Context: an optimization exercise on an open-source flow, tuned for small area. The choices shown serve that exercise and are no tape-out recipe. The RTL was checked by simulation tests, not by an equivalence proof against the original design.

==> flow/design.v (excerpt) <==
module delqa_ethmac(
   input          clk,         
   input          rst,         
   input          rx_ena,      
   input          loop,        
   input          skipb,       
   input          tx_req,      
   input          rx_done,     
   input  [10:0]  tx_cnt,      
   output [9:0]   txb_adr,     
   input  [15:0]  txb_dat,     
   output         tx_done,     
   output         e_txen,      
   output [7:0]   e_txd,       
   input          e_rxdv,      
   input          e_rxer,      
   input  [7:0]   e_rxd,       
   output         rxb_we,      
   output [9:0]   rxb_adr,     
   output [15:0]  rxb_dat,     
   output [10:0]  rx_cnt,      
   output         rx_rdy,      
   output         rx_err,      
   output         rx_crc_err,  
   output [1:0]   sfrtyp,      
   output         mac_rdy,     
   output [47:0]  mac_data,    
   input          cmp_done,    
   input          cmp_res      
);
==> module ethsend, before the edit <==
module ethsend(
   input             clk,
   input             clr,
   input             txena,       
   output            txdone,      
   output            txen,        
   output reg [7:0]  dataout,     
   input      [15:0] txbdata,     
   output     [9:0]  txbaddr,     
   input      [10:0] txcntb,      
   input             skipb        
);
localparam IDLE     = 3'd0;
localparam SENDPRE  = 3'd1;
localparam SENDDATA = 3'd2;
localparam SENDCRC  = 3'd3;
localparam TXDELAY  = 3'd4;
localparam WAITDONE = 3'd5;
reg  [2:0]  st;
reg  [10:0] i;              
reg  [10:0] p;              
reg  [7:0]  blo, bhi;       
reg  [31:0] crc;
wire s_pre  = (st == SENDPRE);
wire s_data = (st == SENDDATA);
wire pre7   = s_pre & (i[2:0] == 3'd7);
wire last   = (i == 11'h7FF);
assign txbaddr = p[10:1];
assign txdone  = (st == WAITDONE);
assign txen    = (s_pre & (i[2:0] != 3'd0)) | s_data | (st == SENDCRC) |
                 ((st == TXDELAY) & ~i[3] & ~i[4] & (i[2:0] == 3'd4));
wire        sample = pre7 | (s_data & p[0] & ~last);
wire [7:0]  dbyte  = blo;
wire [1:0]  u = i[1:0];
wire [7:0]  tpre = {u == 2'd1 | u == 2'd3, u == 2'd0, 1'b0, u == 2'd3,
                    u[1], u == 2'd0, u[0] ~^ u[1], u != 2'd0};
wire [7:0]  t = s_data ? (crc[31:24] ^
                {dbyte[0], dbyte[1], dbyte[2], dbyte[3], dbyte[4], dbyte[5], dbyte[6], dbyte[7]}) :
                s_pre ? tpre : 8'h00;
wire [31:0] crc_nxt;
crc_n crc_tx(.q(crc), .t(t), .nxt(crc_nxt));
always @(posedge clk) begin
   crc <= crc_nxt;
   dataout <= s_pre  ? {pre7, 7'h55} :
              s_data ? dbyte :
              ~{crc[24], crc[25], crc[26], crc[27], crc[28], crc[29], crc[30], crc[31]};
   bhi <= txbdata[15:8];
   blo <= ~sample ? bhi : (pre7 & p[0]) ? txbdata[15:8] : txbdata[7:0];
   if (st == IDLE)
      i <= 11'd0;
   else if (pre7)
      i <= txcntb;
   else if (s_data & last)
      i <= 11'd0;
   else
      i <= i + 1'b1;
   if (st == IDLE)
      p <= {9'd0, skipb, skipb};
   else if (s_pre)
      p <= {8'd0, pre7 & p[1], p[1] ^ pre7, p[0]};    
   else
      p <= p + 1'b1;
   if (clr)
      st <= IDLE;
   else case (st)
      IDLE:     if (txena) st <= SENDPRE;
      SENDPRE:  if (pre7) st <= SENDDATA;
      SENDDATA: if (last) st <= SENDCRC;
      SENDCRC:  if (i[1:0] == 2'd3) st <= TXDELAY;
      TXDELAY:  if (i[4]) st <= WAITDONE;
      WAITDONE: if (~txena) st <= IDLE;
      default:  st <= IDLE;
   endcase
end
endmodule
==> module ethreceive, before the edit <==
module ethreceive(
   input             clk,
   input             clr,
   input             rxena,
   input      [7:0]  datain,
   input             rxdv,
   input             rxer,
   input             rxdone,
   output     [10:0] rxcntb,
   output     [9:0]  rxbaddr,
   output     [15:0] rxbdata,
   output reg        rxwrn,
   output reg        rxrdy,
   output reg        err_gen,
   output reg        err_crc,
   output     [47:0] mac_data,
   output reg        mac_rdy,
   input             cmp_done,
   input             cmp_res,
   output reg [1:0]  sfrtyp
);
localparam IDLE    = 3'd0;
localparam SIX_55  = 3'd1;
localparam SPD_D5  = 3'd2;
localparam RX_DATA = 3'd3;
localparam RX_LAST = 3'd4;
localparam RX_CRC  = 3'd5;
localparam CHK_MAC = 3'd6;
localparam FINISH  = 3'd7;
reg  [2:0]  st;
reg  [10:0] n;
reg  [47:0] recmac;
reg  [7:0]  hi, lo;
reg         crc_bad;
reg  [31:0] crc;
wire s_data = (st == RX_DATA);
wire s_last = (st == RX_LAST);
wire byte_ok = s_data & rxdv & ~rxer;
wire n3 = (n == 11'd3);
assign mac_data = recmac;
assign rxbaddr  = n[10:1];
assign rxcntb   = {n[10:1] - 1'b1, n[0]};
assign rxbdata  = {hi & {8{~s_last}}, lo};
wire [1:0]  u = n[1:0];
wire [7:0]  tpre = {u == 2'd2 | u == 2'd0, u == 2'd1, 1'b0, u == 2'd0,
                    u == 2'd3 | u == 2'd0, u == 2'd1, u == 2'd1 | u == 2'd0, u != 2'd1};
wire [7:0]  t = s_data ? (crc[31:24] ^ {datain[0], datain[1], datain[2], datain[3],
                                        datain[4], datain[5], datain[6], datain[7]}) : tpre;
wire [31:0] crc_nxt;
crc_n crc_rx(.q(crc), .t(t), .nxt(crc_nxt));
always @(posedge clk) begin
   crc <= crc_nxt;
   if (s_data) crc_bad <= (crc != 32'hC704DD7B);
   if (~mac_rdy) recmac <= {datain, recmac[47:8]};
   if (byte_ok & ~n[0]) lo <= datain;
   if (byte_ok & n[0]) hi <= datain;
   else if (st == RX_CRC) hi[5:0] <= 6'd0;
   else if (st == CHK_MAC) hi[5:0] <= hi[5:0] + 1'b1;
   case (st)
      IDLE, SPD_D5: n <= 11'h7FE;
      SIX_55:  n <= n + 1'b1;
      RX_DATA: if (byte_ok) n <= n + 1'b1;
      default: ;
   endcase
   if (clr) begin
      st <= IDLE;
      rxrdy <= 1'b0;
      err_gen <= 1'b0;
      err_crc <= 1'b0;
      rxwrn <= 1'b0;
      mac_rdy <= 1'b0;
      sfrtyp <= 2'b00;
   end
   else begin
      case (st)
         IDLE: begin
            rxwrn <= 1'b0;
            mac_rdy <= 1'b0;
            sfrtyp <= 2'b00;
            if (rxdv & rxena & (datain == 8'h55)) begin
               err_gen <= 1'b0;
               err_crc <= 1'b0;
               st <= SIX_55;
            end
         end
         SIX_55: begin
            if (~rxer & rxdv & (datain == 8'h55)) begin
               if (n3) st <= SPD_D5;
            end
            else begin
               err_gen <= 1'b1;
               st <= IDLE;
            end
         end
         SPD_D5: begin
            if (~rxer & rxdv & (datain == 8'hD5))
               st <= RX_DATA;
            else begin
               err_gen <= 1'b1;
               st <= IDLE;
            end
         end
         RX_DATA: begin
            if (rxwrn & (n[10:1] == 10'd6)) begin
               if ({hi, lo} == 16'o0220) sfrtyp <= 2'b01;
               if ({hi, lo} == 16'o1140) sfrtyp <= 2'b10;
            end
            if (rxer) begin
               err_gen <= 1'b1;
               st <= IDLE;
            end
            else if (rxdv) begin
               if (n3) mac_rdy <= 1'b1;
               rxwrn <= n[0];
            end
            else begin
               rxwrn <= 1'b0;
               st <= RX_LAST;
            end
         end
         RX_LAST: begin
            if (n[0] & ~rxwrn)
               rxwrn <= 1'b1;
            else begin
               rxwrn <= 1'b0;
               st <= RX_CRC;
            end
         end
         RX_CRC: begin
            if (crc_bad) err_crc <= 1'b1;
            st <= CHK_MAC;
         end
         CHK_MAC: begin
            if (cmp_done)
               st <= cmp_res ? FINISH : IDLE;
            else if (hi[5:0] == 6'd63)
               st <= IDLE;
         end
         FINISH: begin
            if (rxdone) begin
               rxrdy <= 1'b0;
               st <= IDLE;
            end
            else rxrdy <= 1'b1;
         end
      endcase
   end
end
endmodule
==> flow/config.mk <==
export PLATFORM = sky130hd
export DESIGN_NAME = delqa_ethmac
export DESIGN_NICKNAME = delqa_ethmac
export VERILOG_FILES = /design/flow/design.v
export SDC_FILE = /design/flow/constraint.sdc
export NUM_CORES = 4
export LEC_CHECK = 0
export CAP_MARGIN = 20
export CORE_MARGIN = 2
export CORE_UTILIZATION = 40
export SLEW_MARGIN = 20
==> flow/constraint.sdc <==
create_clock -name core_clock -period 8.0 [get_ports {clk}]
set_input_delay 1.6000 -clock core_clock [delete_from_list [all_inputs] [get_ports {clk}]]
set_output_delay 1.6000 -clock core_clock [all_outputs]
set_load 0.01 [all_outputs]
standard.sh (not shown) runs the stock make flow with config.mk's settings and CLKGATE_MAP_FILE= SYNTH_SCRIPT=/design/flow/synth_recipe.tcl, a recipe that flattens the netlist after the stock synthesis.
==> flow/flow/run.sh <==
#!/bin/bash
# Standard ORFS layout (the standard.sh) with three changes:
#  - synthesis maps logic with the best of several area-oriented ABC
#    scripts (flow/synth.tcl);
#  - the port buffers that global placement inserts are the smallest buffer;
#  - clock tree synthesis uses clkbuf_8 and no dummy loads.
set -euo pipefail
here=$(pwd)
export BUFFER_PORTS_ARGS="-buffer_cell sky130_fd_sc_hd__buf_1"
export CTS_ARGS="-sink_clustering_enable -repair_clock_nets -buf_list sky130_fd_sc_hd__clkbuf_8 -dont_use_dummy_load"
bash standard.sh SYNTH_SCRIPT="$here/flow/synth.tcl" finish > standard_flow.log 2>&1
Other scripts of this flow, unchanged in this note and not shown: flow/flow/abc_e6.script, flow/flow/abc_f1.script, flow/flow/abc_h1.script, flow/flow/abc_h2.script, flow/flow/abc_k2.script, flow/flow/abc_k3.script, flow/flow/synth.tcl
Rerun with:
--- a/flow/design.v
+++ b/flow/design.v
@@ -53,9 +53,8 @@
 localparam IDLE     = 3'd0;
 localparam SENDPRE  = 3'd1;
 localparam SENDDATA = 3'd2;
-localparam SENDCRC  = 3'd3;
-localparam TXDELAY  = 3'd4;
-localparam WAITDONE = 3'd5;
+localparam SENDTAIL = 3'd3;    
+localparam WAITDONE = 3'd4;
 reg  [2:0]  st;
 reg  [10:0] i;              
 reg  [10:0] p;              
@@ -67,8 +66,8 @@
 wire last   = (i == 11'h7FF);
 assign txbaddr = p[10:1];
 assign txdone  = (st == WAITDONE);
-assign txen    = (s_pre & (i[2:0] != 3'd0)) | s_data | (st == SENDCRC) |
-                 ((st == TXDELAY) & ~i[3] & ~i[4] & (i[2:0] == 3'd4));
+assign txen    = (s_pre & (i[2:0] != 3'd0)) | s_data |
+                 ((st == SENDTAIL) & ~i[4] & ~i[3] & (~i[2] | (i[1:0] == 2'd0)));
 wire        sample = pre7 | (s_data & p[0] & ~last);
 wire [7:0]  dbyte  = blo;
 wire [1:0]  u = i[1:0];
@@ -105,9 +104,8 @@
    else case (st)
       IDLE:     if (txena) st <= SENDPRE;
       SENDPRE:  if (pre7) st <= SENDDATA;
-      SENDDATA: if (last) st <= SENDCRC;
-      SENDCRC:  if (i[1:0] == 2'd3) st <= TXDELAY;
-      TXDELAY:  if (i[4]) st <= WAITDONE;
+      SENDDATA: if (last) st <= SENDTAIL;
+      SENDTAIL: if (i[4]) st <= WAITDONE;
       WAITDONE: if (~txena) st <= IDLE;
       default:  st <= IDLE;
    endcase
@@ -124,8 +122,8 @@
    output     [10:0] rxcntb,
    output     [9:0]  rxbaddr,
    output     [15:0] rxbdata,
-   output reg        rxwrn,
-   output reg        rxrdy,
+   output            rxwrn,
+   output            rxrdy,
    output reg        err_gen,
    output reg        err_crc,
    output     [47:0] mac_data,
@@ -146,13 +144,15 @@
 reg  [10:0] n;
 reg  [47:0] recmac;
 reg  [7:0]  hi, lo;
-reg         crc_bad;
 reg  [31:0] crc;
+reg         wr;         
 wire s_data = (st == RX_DATA);
 wire s_last = (st == RX_LAST);
 wire byte_ok = s_data & rxdv & ~rxer;
 wire n3 = (n == 11'd3);
 assign mac_data = recmac;
+assign rxwrn    = wr & (st != FINISH);
+assign rxrdy    = wr & (st == FINISH);
 assign rxbaddr  = n[10:1];
 assign rxcntb   = {n[10:1] - 1'b1, n[0]};
 assign rxbdata  = {hi & {8{~s_last}}, lo};
@@ -165,12 +165,12 @@
 crc_n crc_rx(.q(crc), .t(t), .nxt(crc_nxt));
 always @(posedge clk) begin
    crc <= crc_nxt;
-   if (s_data) crc_bad <= (crc != 32'hC704DD7B);
    if (~mac_rdy) recmac <= {datain, recmac[47:8]};
    if (byte_ok & ~n[0]) lo <= datain;
    if (byte_ok & n[0]) hi <= datain;
-   else if (st == RX_CRC) hi[5:0] <= 6'd0;
-   else if (st == CHK_MAC) hi[5:0] <= hi[5:0] + 1'b1;
+   else if (s_data & ~rxdv & ~rxer) hi[7] <= (crc != 32'hC704DD7B);
+   else if (st == RX_CRC) hi[6:0] <= 7'h7F;
+   else if (st == CHK_MAC) hi[6:0] <= {hi[5:0], hi[6] ^ hi[5]};
    case (st)
       IDLE, SPD_D5: n <= 11'h7FE;
       SIX_55:  n <= n + 1'b1;
@@ -179,17 +179,16 @@
    endcase
    if (clr) begin
       st <= IDLE;
-      rxrdy <= 1'b0;
       err_gen <= 1'b0;
       err_crc <= 1'b0;
-      rxwrn <= 1'b0;
+      wr <= 1'b0;
       mac_rdy <= 1'b0;
       sfrtyp <= 2'b00;
    end
    else begin
       case (st)
          IDLE: begin
-            rxwrn <= 1'b0;
+            wr <= 1'b0;
             mac_rdy <= 1'b0;
             sfrtyp <= 2'b00;
             if (rxdv & rxena & (datain == 8'h55)) begin
@@ -216,7 +215,7 @@
             end
          end
          RX_DATA: begin
-            if (rxwrn & (n[10:1] == 10'd6)) begin
+            if (wr & (n[10:1] == 10'd6)) begin
                if ({hi, lo} == 16'o0220) sfrtyp <= 2'b01;
                if ({hi, lo} == 16'o1140) sfrtyp <= 2'b10;
             end
@@ -226,37 +225,37 @@
             end
             else if (rxdv) begin
                if (n3) mac_rdy <= 1'b1;
-               rxwrn <= n[0];
+               wr <= n[0];
             end
             else begin
-               rxwrn <= 1'b0;
+               wr <= 1'b0;
                st <= RX_LAST;
             end
          end
          RX_LAST: begin
-            if (n[0] & ~rxwrn)
-               rxwrn <= 1'b1;
+            if (n[0] & ~wr)
+               wr <= 1'b1;
             else begin
-               rxwrn <= 1'b0;
+               wr <= 1'b0;
                st <= RX_CRC;
             end
          end
          RX_CRC: begin
-            if (crc_bad) err_crc <= 1'b1;
+            if (hi[7]) err_crc <= 1'b1;
             st <= CHK_MAC;
          end
          CHK_MAC: begin
             if (cmp_done)
                st <= cmp_res ? FINISH : IDLE;
-            else if (hi[5:0] == 6'd63)
+            else if (hi[6:0] == 7'h07)
                st <= IDLE;
          end
          FINISH: begin
             if (rxdone) begin
-               rxrdy <= 1'b0;
+               wr <= 1'b0;
                st <= IDLE;
             end
-            else rxrdy <= 1'b1;
+            else wr <= 1'b1;
          end
       endcase
    end
Utilization decreases by 0.14 points.
Die area drops by 1.1%.
Maximum frequency goes down by 0.72%.
Synthesized cell count is lower by 0.81%.
Sequential share of layout area stays flat.

static timing again, ports no longer ideal:
The results above use ideal ports. As a check the final layouts listed here were re-extracted and re-timed, cells and wires unchanged.
Step 1, drivers: a clkbuf_16 drives clk and a buf_2 each remaining input, both assumed.
Step 2 also shifts input and output timing later by t, the mid clock arrival at the registers, as if the neighbouring blocks saw the same clock.
Three values: ideal ports, drivers, drivers and shift; two values: the first two.
run | t, ns | slack for setup (ns) | worst setup path at the end | latest minus earliest clock arrival (ns) | worst slew at a driven data input, ns
the first run | 0.494 | 3.479 / 3.437 / 3.481 | input to register | 0.050 / 0.049 | 0.07
the second run | 0.478 | 3.446 / 3.409 / 3.441 | input to register | 0.055 / 0.056 | 0.07
After both steps setup and hold are still met in every run listed. The setup slack of the second run, which loses most, moves by -0.037 ns with the drivers and by -0.005 ns with both steps.
